Context: an optimization exercise on an open-source flow, tuned for small area and a short achievable clock period. The choices shown serve that exercise and are no tape-out recipe. Function was checked by simulation only, so behaviour that the tests miss may differ from the original. No activity file was given, so power comes from the tool's default toggle rates.

// ALU_TOP
module ALU_TOP(
input    wire     [15:0]     A,B,
input    wire     [3:0]      ALU_FUN,
input    wire                clk,
input    wire                RST,
output   wire      [15:0]    Arith_OUT,Logic_OUT,CMP_OUT,Shift_OUT,
output   wire                Carry_OUT,
output   wire                Arith_Flag,Logic_Flag,CMP_Flag,Shift_Flag
);
export LEC_CHECK = 0
export ABC_AREA = 1
export CAP_MARGIN = 20
export CORE_MARGIN = 2
export CORE_UTILIZATION = 60
export SLEW_MARGIN = 20
create_clock -name core_clock -period 32.0 [get_ports {clk}]
standard.sh (not shown) runs the stock make flow with config.mk's settings and CLKGATE_MAP_FILE= SYNTH_SCRIPT=/design/flow/synth_recipe.tcl, a recipe that flattens the netlist after the stock synthesis.
==> flow/flow/run.sh <==
#!/bin/bash
# The standard layout (standard.sh), with these settings changed:
#   ADDER_MAP_FILE empty: synthesis does not extract full/half adder cells
#   SETUP_SLACK_MARGIN: timing repair aims for this much setup slack
#   ABC_LOAD_IN_FF: load synthesis assumes on each gate output (fF)
#   BUFFER_PORTS_ARGS: the port buffers are the smallest buffer cell
set -euo pipefail
bash standard.sh ADDER_MAP_FILE= ABC_LOAD_IN_FF=1 SETUP_SLACK_MARGIN=14.8 "BUFFER_PORTS_ARGS=-buffer_cell sky130_fd_sc_hd__buf_1" finish > flow.log 2>&1
Rerun with:
==> flow/flow/run.sh (replaced) <==
#!/bin/bash
# The standard layout (standard.sh), with these settings changed:
#   ADDER_MAP_FILE empty: synthesis does not extract full/half adder cells
#   SETUP_SLACK_MARGIN: timing repair aims for this much setup slack
#   BUFFER_PORTS_ARGS: the port buffers are the smallest buffer cell
set -euo pipefail
bash standard.sh ADDER_MAP_FILE= SETUP_SLACK_MARGIN=14 "BUFFER_PORTS_ARGS=-buffer_cell sky130_fd_sc_hd__buf_1" finish > flow.log 2>&1
--- a/flow/config.mk
+++ b/flow/config.mk
@@ -11,2 +11,3 @@
 export CORE_UTILIZATION = 60
+export PLACE_DENSITY = 0.75
 export SLEW_MARGIN = 20
Result: Via count is lower by 5.6%; clock power is higher by about 10%; design area is lower by 7.7%.

## v21
Starting RTL as in the previous note.
## ALU_TOP
module ALU_TOP(
input    wire     [15:0]     A,B,
input    wire     [3:0]      ALU_FUN,
input    wire                clk,
input    wire                RST,
output   wire      [15:0]    Arith_OUT,Logic_OUT,CMP_OUT,Shift_OUT,
output   wire                Carry_OUT,
output   wire                Arith_Flag,Logic_Flag,CMP_Flag,Shift_Flag
);
localparam M = 6;       
localparam TOPO = 2;    
wire is_mul = (ALU_FUN == 4'b0010);
wire is_div = (ALU_FUN == 4'b0011);
wire is_add = (ALU_FUN == 4'b0000);
wire is_sub = (ALU_FUN == 4'b0001);
wire [15:0] x_in [16:M];
assign x_in[16] = is_mul ? 16'b0 : A;
wire [15:M] q_hi;
genvar i;
generate
for (i = 15; i >= M; i = i - 1) begin : g_row_in
  wire [15-i:0] y = is_mul ? (A[15-i:0] & {(16-i){B[i]}}) : ~B[15-i:0];
  wire          bz = ~|B[15:16-i];
  wire          cout;
  wire [15-i:0] s;
  Arithmetic_Unit #(.W(16-i), .TOPO(TOPO)) U_row (.X(x_in[i+1][15:i]), .Y(y), .CI(~is_mul), .S(s), .CO(cout), .PP());
  assign q_hi[i] = cout & bz;
  ...
Settings: LEC_CHECK=0, ABC_AREA=1, CAP_MARGIN=20, CORE_MARGIN=2, CORE_UTILIZATION=68, SLEW_MARGIN=20; clock period 32.0 ns.
==> flow/flow/run.sh <==
#!/bin/bash
# The standard layout (standard.sh), with these settings changed:
#   ADDER_MAP_FILE empty: synthesis does not extract full/half adder cells
#   SETUP_SLACK_MARGIN: timing repair aims for this much setup slack
#   BUFFER_PORTS_ARGS: the port buffers are the smallest buffer cell
set -euo pipefail
bash standard.sh ADDER_MAP_FILE= SETUP_SLACK_MARGIN=14 "BUFFER_PORTS_ARGS=-buffer_cell sky130_fd_sc_hd__buf_1" finish > flow.log 2>&1
--- input diff v21..v2 ---
- CORE_UTILIZATION changed from 68 to 60
diff --git a/flow/flow/run.sh b/flow/flow/run.sh
--- a/flow/flow/run.sh
+++ b/flow/flow/run.sh
@@ -4,0 +5 @@
+#   ABC_LOAD_IN_FF: load synthesis assumes on each gate output (fF)
@@ -7 +8 @@
-bash standard.sh ADDER_MAP_FILE= SETUP_SLACK_MARGIN=14 "BUFFER_PORTS_ARGS=-buffer_cell sky130_fd_sc_hd__buf_1" finish > flow.log 2>&1
+bash standard.sh ADDER_MAP_FILE= ABC_LOAD_IN_FF=1 SETUP_SLACK_MARGIN=14 "BUFFER_PORTS_ARGS=-buffer_cell sky130_fd_sc_hd__buf_1" finish > flow.log 2>&1
### Flow results
Summary of v2 over v21: number of standard cells in the final layout excluding fillers rose by 25, count of clock-buffer cells in the layout has increased. When the final numbers for v2 and v21 were put side by side, the via count normalized by instance count turned out to be greater in v21. Compared with v21, v2 shows a logic gate share of total power that is 3.4 points lower. Comparing the two runs side by side, v2 comes out ahead of v21 on routed wire length.
The inputs of v1 differ from those of v2 as listed below.
diff --git a/flow/flow/run.sh b/flow/flow/run.sh
--- a/flow/flow/run.sh
+++ b/flow/flow/run.sh
@@ -5 +4,0 @@
-#   ABC_LOAD_IN_FF: load synthesis assumes on each gate output (fF)
@@ -8 +7 @@
-bash standard.sh ADDER_MAP_FILE= ABC_LOAD_IN_FF=1 SETUP_SLACK_MARGIN=14 "BUFFER_PORTS_ARGS=-buffer_cell sky130_fd_sc_hd__buf_1" finish > flow.log 2>&1
+bash standard.sh ADDER_MAP_FILE= SETUP_SLACK_MARGIN=15 "BUFFER_PORTS_ARGS=-buffer_cell sky130_fd_sc_hd__buf_1" finish > flow.log 2>&1
[summary]
In the reports for v2 and v1, the smaller layout overhead on the synthesized area belongs to v2. Summary of v1 over v2: clock-pin slew of the registers on the worst-case setup and hold paths saw little to no change; worst setup slack saw a decrease; area after synthesis saw an increase. v1 finished end to end and its layout was clean on timing, DRC and antenna. v2 did not stop at any stage, and its layout met the timing, DRC and antenna checks.
### v1 -> v59
- a change of CAP_MARGIN from 20 to 0
- a change of SLEW_MARGIN from 20 to 0
diff --git a/flow/flow/run.sh b/flow/flow/run.sh
--- a/flow/flow/run.sh
+++ b/flow/flow/run.sh
@@ -4,0 +5 @@
+#   ABC_LOAD_IN_FF: load synthesis assumes on each gate output (fF)
@@ -7 +8 @@
-bash standard.sh ADDER_MAP_FILE= SETUP_SLACK_MARGIN=15 "BUFFER_PORTS_ARGS=-buffer_cell sky130_fd_sc_hd__buf_1" finish > flow.log 2>&1
+bash standard.sh ADDER_MAP_FILE= ABC_LOAD_IN_FF=1 SETUP_SLACK_MARGIN=14 "BUFFER_PORTS_ARGS=-buffer_cell sky130_fd_sc_hd__buf_1" finish > flow.log 2>&1
[summary]
Diff v59 and v1: portion of the clock cycle consumed by the worst path in the final layout higher in v1
Of v59 and v1, the higher share of layout cells above drive strength 1 belongs to v1.
Changes observed in v59 relative to v1: actual transition at the worst max-transition pin rose 0.12 ns; setup slack rose 0.13 ns; routed length per placed instance fell about 11%.
> inputs changed (v59 -> v3)
- changing SLEW_MARGIN from 0 to 20
- changing CAP_MARGIN from 0 to 20
diff --git a/flow/flow/run.sh b/flow/flow/run.sh
--- a/flow/flow/run.sh
+++ b/flow/flow/run.sh
@@ -8 +8 @@
-bash standard.sh ADDER_MAP_FILE= ABC_LOAD_IN_FF=1 SETUP_SLACK_MARGIN=14 "BUFFER_PORTS_ARGS=-buffer_cell sky130_fd_sc_hd__buf_1" finish > flow.log 2>&1
+bash standard.sh ADDER_MAP_FILE= ABC_LOAD_IN_FF=1 SETUP_SLACK_MARGIN=13 "BUFFER_PORTS_ARGS=-buffer_cell sky130_fd_sc_hd__buf_1" finish > flow.log 2>&1
## What came out
- v3 has completed all stages; timing, DRC and antenna checks passed.
- Between v59 and v3, the first-pass GRT wire length figures differ only marginally.
- Worst setup slack (v3 over v59): decrease, 0.53 ns
- Routed wire length: v3 vs v59 down 1.6%
- Taking v59 as the reference, in v3 largest stage delay on the critical path -0.10 ns; number of buffer and inverter stages on the critical path +5; net load switching power -2.1%; maximum count of clock buffers along a single path ~0 delta.
- v3 vs v59 — power consumption dropped slightly
- Total number of multi-input combinational cells essentially unchanged between v59 and v3.
- Number of logic stages on the critical path including buffering delta for v3 relative to v59: 17 higher

-- what the ideal ports hide --
No port has a modelled driver above. Below, the same layouts with a new extraction and two added sets of constraints.
Step 1: set_driving_cell puts a clkbuf_16 on clk and a buf_2 on each other input, an assumption about the parent block.
Step 2 times the ports against the registers' clock, not the clock port: input delays grow and output delays shrink by t, the midpoint of the rising clock arrivals with the driver on.
Slacks: ideal ports / drivers / drivers and shift; pairs: ideal ports / drivers.
run	t (ns)	slack for setup (ns)	worst setup path at the end	worst register clock-pin slew, ns
the first run of note 1	0.360	14.673 / 14.631 / 14.991	register to output	0.05 / 0.05
the second run of note 1	0.375	14.664 / 14.622 / 14.836	input to register	0.06 / 0.06
v21	0.358	14.631 / 14.594 / 14.823	input to register	0.06 / 0.06
v2	0.361	14.766 / 14.725 / 14.873	input to register	0.05 / 0.05
v1	0.367	14.635 / 14.594 / 14.961	register to output	0.06 / 0.06
v59	0.359	14.768 / 14.728 / 14.894	input to register	0.05 / 0.05
v3	0.359	14.241 / 14.239 / 13.898	input to register	0.05 / 0.05
After both steps setup and hold are still met in every run listed. For v3, which loses most, drivers alone change the setup slack by -0.002 ns; drivers and shift together by -0.343 ns.
